Context: an optimization exercise on an open-source flow, tuned for small area. The choices shown serve that exercise and are no tape-out recipe.
At most, simulation tests tie the RTL to the original design; equivalence was not proved.
The clock port is modelled as an ideal driver; clocking choices that lean on that would not hold on a real chip.
Power figures rest on the tool's default switching activity, not on a simulated workload.

run E:
Design uart_txrx, start of the top module:
module uart_txrx (
    input  wire        clk,        
    input  wire        rst,        
    input  wire [31:0] tx_data,    
    input  wire        tx_start,   
    input  wire        tx_retry,   
    output wire        txd,        
    output wire        tx_done,    
    input  wire        rxd,        
    output wire [31:0] rx_data,    
    output wire        rx_done,    
    output wire        rx_error    
);
clock: 5.0 ns
lec_check: 0
abc_area: 1
cap_margin: 20
core_margin: 2
core_utilization: 40
place_density: 0.6
slew_margin: 20
standard.sh (not shown) runs the stock make flow with config.mk's settings and CLKGATE_MAP_FILE= SYNTH_SCRIPT=/design/flow/synth_recipe.tcl, a recipe that flattens the netlist after the stock synthesis.
==> flow/flow/run.sh <==
#!/bin/bash
# The standard ORFS layout (the standard.sh, standard synthesis included),
# with smaller port buffers, cells sized down after placement, and a clock
# tree without dummy loads. Each ORFS step logs to orfs/logs/; make's own
# output goes to flow_make.log.
set -euo pipefail
bash standard.sh \
  "BUFFER_PORTS_ARGS=-buffer_cell sky130_fd_sc_hd__buf_1" \
  "POST_RESIZE_TCL=$PWD/flow/post_resize.tcl" \
  "CTS_ARGS=-sink_clustering_enable -repair_clock_nets -dont_use_dummy_load -buf_list sky130_fd_sc_hd__clkbuf_8" \
  finish > flow_make.log 2>&1
==> flow/flow/post_resize.tcl <==
# After the standard placement resize: size cells down where timing allows
# (power recovery), then repair any slew or capacitance the downsizing broke.
log_cmd repair_timing -recover_power 100 -verbose
log_cmd repair_design -verbose
Relative to run E, the following input files were edited for run R:
# run E
export LEC_CHECK = 0
export ABC_AREA = 1
export CAP_MARGIN = 20
export CORE_MARGIN = 2
export CORE_UTILIZATION = 40
export PLACE_DENSITY = 0.6
export SLEW_MARGIN = 20
create_clock -name core_clock -period 5.0 [get_ports {clk}]
# run R
export LEC_CHECK = 0
export CAP_MARGIN = 20
export CORE_MARGIN = 2
export CORE_UTILIZATION = 40
export PLACE_DENSITY = 0.6
export SLEW_MARGIN = 20
create_clock -name core_clock -period 5.0 [get_ports {clk}]
--- outcome ---
As far as total power divided by cell area is concerned, run E and run R perform about the same.
Looking at tap cell instance count across run E and run R, the one that comes out lower is run E.
Relative to run E, routed length on met2 has decreased by about 0.8% in run R.
Summary of run R over run E: area growth from synthesis to layout fell 3.1 points; post-synthesis cell area rose about 3%; shortest clock period the worst path allows after layout rose 0.051 ns; die outline area rose about 3%; number of nets in the synthesized netlist fell about 27%.
Run R vs run E on fill cell total of the finished layout: run R is the higher one.

---

uart_txrx, a different RTL version from the one above (not shown whole).
For scale: ~200 cells after synthesis.
clock: 5.0 ns
lec_check: 0
cap_margin: 20
core_margin: 2
core_utilization: 40
place_density: 0.6
slew_margin: 20
==> flow/flow/run.sh <==
#!/bin/bash
# The standard ORFS layout (the standard.sh, standard synthesis included),
# with the capture muxes swapped for a22o cells and the rest of the logic
# remapped for area by OpenROAD's restructure (flow/pre_floorplan.tcl,
# flow/post_floorplan.tcl),
# smaller port buffers, cells sized down after placement, and a small
# hand-built two-level clock tree (flow/pre_cts.tcl). Each ORFS step logs to
# orfs/logs/; make's own output goes to flow_make.log.
set -euo pipefail
python3 flow/filt_lib.py "$FLOW_HOME/platforms/sky130hd/lib/sky130_fd_sc_hd__tt_025C_1v80.lib" \
  "$PWD/rmp.lib" > filt_lib.log 2>&1
bash standard.sh \
  "RMP_LIB=$PWD/rmp.lib" \
  "BUFFER_PORTS_ARGS=-buffer_cell sky130_fd_sc_hd__buf_1" \
  "POST_RESIZE_TCL=$PWD/flow/post_resize.tcl" \
  "PRE_FLOORPLAN_TCL=$PWD/flow/pre_floorplan.tcl" \
  "POST_FLOORPLAN_TCL=$PWD/flow/post_floorplan.tcl" \
  "PRE_CTS_TCL=$PWD/flow/pre_cts.tcl" \
  "CTS_ARGS=-clk_nets clk -sink_clustering_enable -dont_use_dummy_load -buf_list sky130_fd_sc_hd__clkbuf_8" \
  finish > flow_make.log 2>&1
==> flow/flow/pre_cts.tcl <==
source [file join [file dirname [info script]] mtree.tcl]
build_clock_tree {
  {9 clkbuf_4 clkbuf_2}
  {5 clkbuf_8 clkbuf_2}
  {10 clkbuf_4 clkbuf_2}
  {6 clkbuf_8 clkbuf_2}
  {11 clkbuf_4 clkbuf_2}
  {7 clkbuf_8 clkbuf_2}
} 0.105
Scripts as last shown in full above: flow/flow/post_resize.tcl
Other scripts of this flow, unchanged in this note and not shown: flow/flow/filt_lib.py, flow/flow/mtree.tcl, flow/flow/post_floorplan.tcl, flow/flow/pre_floorplan.tcl
Edit:
--- a/flow/flow/pre_cts.tcl
+++ b/flow/flow/pre_cts.tcl
@@ -2,0 +3,2 @@
+  {4 clkbuf_8 clkbuf_2}
+  {8 clkbuf_4 clkbuf_2}
@@ -9 +11 @@
-} 0.105
+} 0.115
CORE_UTILIZATION = 70   (was 40)
PLACE_DENSITY = 0.8   (was 0.6)
Result: Cell count went down by 8.3%. Area after synthesis does not change. Maximum frequency drops by 1.9%. Clock skew barely changes. Total power is lower by 2.2%. Via count came out higher by 3.2%.
Edit:
--- a/flow/flow/pre_cts.tcl
+++ b/flow/flow/pre_cts.tcl
@@ -3,2 +2,0 @@
-  {4 clkbuf_8 clkbuf_2}
-  {8 clkbuf_4 clkbuf_2}
CORE_UTILIZATION = 40   (was 70)
PLACE_DENSITY = 0.6   (was 0.8)
=> The changed run ran to the end with no violations; via count went down by a few percent; core utilization went down by 31 points; first-iteration DRC count went down by a quarter to a third; fmax went up slightly; final area went up slightly; area after synthesis stays the same; die area went up by well over a third; clock skew went up by 0.0049 ns; setup slack gains 0.022 ns; global-route usage went down by 7.1 points; register-to-register slack gains 0.26 ns.

---

The RTL this note starts from:
==> flow/design.v <==
module paritygen(ip, clk, rst, clr, hold, set, setval, parity);
	input ip, clk, rst, clr, hold, set, setval;
	output reg parity;
	always @(posedge clk or posedge rst)
		if (rst)
			parity <= 1'b0;
		else if (clr)
			parity <= 1'b0;
		else if (set)
			parity <= setval;
		else if (!hold)
			parity <= parity ^ ip;
endmodule
module UART_Tx(TransmittedSerialData,DoneTx,DataIn,CLK_Baudin,RstTx,NewData,Flag_in);
	localparam size = 32;
	input [size-1:0] DataIn;
	input CLK_Baudin, RstTx, NewData;
	input Flag_in;
	output TransmittedSerialData;
	output DoneTx;
	localparam [5:0] ST_IDLE  = 6'd0;
	localparam [5:0] ST_FIRST = 6'd1;    
	reg [5:0] counter;
	reg [36:0] ring;
	wire idle = (counter[3:0] == 4'b0000);
	wire pend = (counter[3:0] == 4'b1000);
	wire last = ({counter[5], counter[2:0]} == 4'b0100);
	wire inj  = ({counter[5:3], counter[0]} == 4'b1001);
	wire load = idle & NewData;
	wire Parity;
	paritygen parity1(.ip(ring[1]), .clk(CLK_Baudin), .rst(RstTx), .clr(load | pend),
	                  .hold(idle), .set(last), .setval(!Flag_in), .parity(Parity));
	always @(posedge CLK_Baudin or posedge RstTx) begin
		if (RstTx)
			counter <= ST_IDLE;
		else if (load | pend)
			counter <= ST_FIRST;
		else if (last & !Flag_in)
			counter <= ST_IDLE;
		else
			counter <= {counter[4:0], counter[5] ^ counter[0]};
	end
	always @(posedge CLK_Baudin) begin
		ring[36]    <= load | ring[0];
		ring[35:34] <= ring[36:35];
		ring[33:2]  <= load ? DataIn : ring[34:3];
		ring[1]     <= load ? 1'b0 : inj ? Parity : ring[2];
		ring[0]     <= load ? 1'b1 : inj ? Parity : ring[1];
	end
	assign TransmittedSerialData = ring[0] | idle;
	assign DoneTx = idle & Parity;
endmodule
module UART_Rx(DataOut, DoneRx, SerialInputData, CLK_Baudin, RstRx, Flag_Rx, DoneTx);
	parameter size = 32;
	input SerialInputData;
	input CLK_Baudin, RstRx;
	input DoneTx;  
	output [size-1:0] DataOut;
	output DoneRx;
	output Flag_Rx;
	localparam [5:0] ST_IDLE  = 6'd0;
	localparam [5:0] ST_FIRST = 6'd1;
	reg [5:0] counter;
	reg [size+1:0] shift_reg;
	reg good;
	wire idle  = (counter[2:0] == 3'b000);
	wire check = ({counter[5:3], counter[0]} == 4'b1001);
	always @(posedge CLK_Baudin or posedge RstRx) begin
		if (RstRx) begin
			counter <= ST_IDLE;
			good <= 1'b0;
		end else begin
			if (idle)
				counter <= SerialInputData ? ST_IDLE : ST_FIRST;
			else if (check)
				counter <= ST_IDLE;
			else
				counter <= {counter[4:0], counter[5] ^ counter[0]};
			if (idle)
				good <= !SerialInputData;
			else if (!check)
				good <= good ^ SerialInputData;
		end
	end
	always @(posedge CLK_Baudin)
		shift_reg <= {SerialInputData, shift_reg[size+1:1]};
	assign DataOut = shift_reg[size-1:0];
	assign Flag_Rx = check & !good;
	assign DoneRx = idle & good;
endmodule
module uart_txrx (
    input  wire        clk,        
    input  wire        rst,        
    input  wire [31:0] tx_data,    
    input  wire        tx_start,   
    input  wire        tx_retry,   
    output wire        txd,        
    output wire        tx_done,    
    input  wire        rxd,        
    output wire [31:0] rx_data,    
    output wire        rx_done,    
    output wire        rx_error    
);
    UART_Tx u_tx (
        .TransmittedSerialData(txd),
        .DoneTx(tx_done),
        .DataIn(tx_data),
        .CLK_Baudin(clk),
        .RstTx(rst),
        .NewData(tx_start),
        .Flag_in(tx_retry)
    );
    UART_Rx u_rx (
        .DataOut(rx_data),
        .DoneRx(rx_done),
        .SerialInputData(rxd),
        .CLK_Baudin(clk),
        .RstRx(rst),
        .Flag_Rx(rx_error),
        .DoneTx(tx_done)
    );
endmodule
==> flow/config.mk <==
export PLATFORM = sky130hd
export DESIGN_NAME = uart_txrx
export DESIGN_NICKNAME = uart_txrx
export VERILOG_FILES = /design/flow/design.v
export SDC_FILE = /design/flow/constraint.sdc
export NUM_CORES = 4
export LEC_CHECK = 0
export CAP_MARGIN = 20
export CORE_MARGIN = 2
export CORE_UTILIZATION = 70
export PLACE_DENSITY = 0.8
export SLEW_MARGIN = 20
==> flow/constraint.sdc <==
create_clock -name core_clock -period 5.0 [get_ports {clk}]
set_input_delay 1.0000 -clock core_clock [delete_from_list [all_inputs] [get_ports {clk}]]
set_output_delay 1.0000 -clock core_clock [all_outputs]
set_load 0.01 [all_outputs]
==> flow/flow/run.sh <==
#!/bin/bash
# The standard ORFS layout (the standard.sh, standard synthesis included),
# with smaller port buffers, cells sized down after placement, and a small
# hand-built two-level clock tree (flow/pre_cts.tcl). Each ORFS step logs to
# orfs/logs/; make's own output goes to flow_make.log.
set -euo pipefail
bash standard.sh \
  "BUFFER_PORTS_ARGS=-buffer_cell sky130_fd_sc_hd__buf_1" \
  "POST_RESIZE_TCL=$PWD/flow/post_resize.tcl" \
  "PRE_CTS_TCL=$PWD/flow/pre_cts.tcl" \
  "CTS_ARGS=-clk_nets clk -sink_clustering_enable -dont_use_dummy_load -buf_list sky130_fd_sc_hd__clkbuf_8" \
  finish > flow_make.log 2>&1
Scripts as last shown in full above: flow/flow/post_resize.tcl
Other scripts of this flow, unchanged in this note and not shown: flow/flow/mtree.tcl, flow/flow/pre_cts.tcl
The starting point completed with no timing, DRC or antenna violations.
Rerun with:
CORE_UTILIZATION = 40   (was 70)
PLACE_DENSITY = 0.6   (was 0.8)
Clock power rose by 7.4%.
Via count came out higher by 1.2%.
Clock skew barely changes.
Total power increases by 1.4%.
Critical path depth is unchanged.
Core utilization shrinks by 30 points.
Combinational power hardly moves.
Hold slack is worse by 7.6 ps.

---

== the baseline ==
Another version of the RTL of uart_txrx (not shown whole).
For scale: ~85 flip-flops, roughly 73 I/O pins, roughly 3000 um^2 of cells after synthesis.
Settings: LEC_CHECK=0, CAP_MARGIN=20, CORE_MARGIN=2, CORE_UTILIZATION=40, PLACE_DENSITY=0.6, SLEW_MARGIN=20; clock period 5.0 ns.
==> flow/flow/run.sh <==
#!/bin/bash
# The standard ORFS layout (the standard.sh, standard synthesis included),
# with smaller port buffers, a clock tree without dummy loads, and power
# (size) recovery after global routing. Each ORFS step logs to orfs/logs/;
# make's own output goes to flow_make.log.
set -euo pipefail
bash standard.sh \
  "BUFFER_PORTS_ARGS=-buffer_cell sky130_fd_sc_hd__buf_1" \
  "CTS_ARGS=-sink_clustering_enable -repair_clock_nets -dont_use_dummy_load -buf_list sky130_fd_sc_hd__clkbuf_8" \
  RECOVER_POWER=100 \
  finish > flow_make.log 2>&1
The baseline ended with every stage complete and zero timing, DRC or antenna violations.
Input changes introduced in the candidate (baseline for comparison: the baseline):
==> flow/run.sh (new file) <==
#!/bin/bash
# synth_recipe.tcl (not shown) runs the flow's synth.tcl, then flattens the netlist and writes it again
# the make line also repeats each setting of config.mk as NAME=value (left out here)
make -C /OpenROAD-flow-scripts/flow DESIGN_CONFIG=/design/flow/config.mk WORK_HOME=/design/flow/orfs CLKGATE_MAP_FILE= SYNTH_SCRIPT=/design/flow/synth_recipe.tcl finish
removed: flow/flow/run.sh
removed: flow/standard.sh
Notes after the runs:
Taking the baseline as the reference point, the layout-stage area growth over the synthesis result of the candidate rises by 21 points.
Changes observed in the candidate relative to the baseline: number of core rows neither gained nor lost much; share of synthesized area occupied by flip-flops and latches neither gained nor lost much.
Max freq the baseline -> the candidate: degraded
No functional check of the RTL was part of any run of this note.

---

purple:
Another version of the RTL of uart_txrx (not shown whole).
Size in the first run: about 73 I/O pins, roughly 2700 µm² of cells after synthesis.
// uart_txrx
module uart_txrx (
    input  wire        clk,        
    input  wire        rst,        
    input  wire [31:0] tx_data,    
    input  wire        tx_start,   
    input  wire        tx_retry,   
    output wire        txd,        
    output wire        tx_done,    
    input  wire        rxd,        
    output wire [31:0] rx_data,    
    output wire        rx_done,    
    output wire        rx_error    
);
clock: 5.0 ns
lec_check: 0
cap_margin: 20
core_margin: 2
core_utilization: 70
place_density: 0.8
slew_margin: 20
==> flow/flow/run.sh <==
#!/bin/bash
# The standard ORFS layout (the standard.sh, standard synthesis included),
# with the capture muxes swapped for a22o cells and the rest of the logic
# remapped for area by OpenROAD's restructure (flow/pre_floorplan.tcl,
# flow/post_floorplan.tcl),
# smaller port buffers, cells sized down after placement, and a small
# hand-built two-level clock tree (flow/pre_cts.tcl). Each ORFS step logs to
# orfs/logs/; make's own output goes to flow_make.log.
set -euo pipefail
python3 flow/filt_lib.py "$FLOW_HOME/platforms/sky130hd/lib/sky130_fd_sc_hd__tt_025C_1v80.lib" \
  "$PWD/rmp.lib" > filt_lib.log 2>&1
bash standard.sh \
  "RMP_LIB=$PWD/rmp.lib" \
  "BUFFER_PORTS_ARGS=-buffer_cell sky130_fd_sc_hd__buf_1" \
  "POST_RESIZE_TCL=$PWD/flow/post_resize.tcl" \
  "PRE_FLOORPLAN_TCL=$PWD/flow/pre_floorplan.tcl" \
  "POST_FLOORPLAN_TCL=$PWD/flow/post_floorplan.tcl" \
  "PRE_CTS_TCL=$PWD/flow/pre_cts.tcl" \
  "CTS_ARGS=-clk_nets clk -sink_clustering_enable -dont_use_dummy_load -buf_list sky130_fd_sc_hd__clkbuf_8" \
  finish > flow_make.log 2>&1
==> flow/flow/pre_cts.tcl <==
source [file join [file dirname [info script]] mtree.tcl]
build_clock_tree {
  {4 clkbuf_8 clkbuf_2}
  {8 clkbuf_4 clkbuf_2}
  {9 clkbuf_4 clkbuf_2}
  {5 clkbuf_8 clkbuf_2}
  {10 clkbuf_4 clkbuf_2}
  {6 clkbuf_8 clkbuf_2}
  {11 clkbuf_4 clkbuf_2}
  {7 clkbuf_8 clkbuf_2}
} 0.115
Scripts as last shown in full above: flow/flow/post_resize.tcl
Other scripts of this flow, unchanged in this note and not shown: flow/flow/filt_lib.py, flow/flow/mtree.tcl, flow/flow/post_floorplan.tcl, flow/flow/pre_floorplan.tcl
Both conditions hold for purple: the flow ran to the end and the final layout passed the timing, design-rule and antenna checks.
Modified inputs, green compared to purple
- swapping 0.8 for 0.92 in PLACE_DENSITY
- swapping 70 for 85 in CORE_UTILIZATION
diff --git a/flow/flow/pre_cts.tcl b/flow/flow/pre_cts.tcl
--- a/flow/flow/pre_cts.tcl
+++ b/flow/flow/pre_cts.tcl
@@ -2,3 +2,6 @@
 build_clock_tree {
+  {7 clkbuf_4 clkbuf_1}
+  {7 clkbuf_4 clkbuf_2}
   {4 clkbuf_8 clkbuf_2}
+  {8 clkbuf_4 clkbuf_1}
   {8 clkbuf_4 clkbuf_2}
Against purple, green reports a fraction of layout instances using a drive strength above 1 that is lower.
[green] first-pass GRT wire length rose 860 µm relative to purple
Between green and purple, the area taken by multi-input logic gates does not differ in any meaningful way.
Looking at HPWL after detailed placement, green sits above purple.
Compared with purple, green shows a lower final cell count.
Re wire length on met1: green and purple aren't equal, and the lower value belongs to purple.
Post-route clock period utilization in green vs purple: up 5.9 points
Via count of the first global-routing pass went up by more than 10% going from purple to green.
Looking at via count across green and purple, the one that comes out higher is green.
Relative to purple, the global-route usage over all layers of green is higher by 7.2 points.
Looking at height of the die across green and purple, the one that comes out higher is purple.

re-timing with driven ports:
How much do the figures lean on ideal ports? The routed layouts below were timed once more, with nothing changed but the port constraints.
Step 1 assumes that a clkbuf_16 drives the clock port and a buf_2 every other input.
Step 2 adds t to the input delays and takes it off the output delays; t is the mean of the earliest and latest rising clock arrival at the registers after step 1. Input paths then give back, and output paths get back, about the clock's delay inside the block.
Three values: ideal, step 1, step 2; two values: the first two.
run	t (ns)	setup WS [ns]	worst hold slack (ns)	worst register clock-pin slew, ns
run E	0.356	2.424 / 2.398 / 2.515	0.328 / 0.328 / 0.328	0.09 / 0.09
run R	0.364	2.372 / 2.343 / 2.679	0.327 / 0.327 / 0.327	0.08 / 0.08
the first run of note 2	0.488	2.167 / 2.140 / 2.124	0.333 / 0.333 / 0.333	0.09 / 0.09
the second run of note 2	0.452	2.114 / 2.087 / 1.837	0.336 / 0.336 / 0.336	0.11 / 0.11
the third run of note 2	0.513	2.135 / 2.109 / 2.124	0.338 / 0.338 / 0.338	0.10 / 0.10
the first run of note 3	0.527	2.296 / 2.271 / 2.583	0.336 / 0.336 / 0.336	0.10 / 0.10
the second run of note 3	0.556	2.247 / 2.222 / 2.501	0.328 / 0.328 / 0.328	0.09 / 0.09
the baseline	0.356	1.957 / 1.929 / 1.959	0.316 / 0.316 / 0.316	0.09 / 0.09
the candidate	0.362	1.620 / 1.589 / 1.952	0.330 / 0.330 / 0.330	0.08 / 0.08
purple	0.463	2.038 / 2.013 / 2.432	0.339 / 0.339 / 0.339	0.11 / 0.11
green	0.661	1.746 / 1.722 / 2.383	0.264 / 0.261 / 0.336	0.12 / 0.12
After both steps setup and hold are still met in every run listed. For the second run of note 2, which loses most, drivers alone change the setup slack by -0.027 ns; drivers and shift together by -0.277 ns.
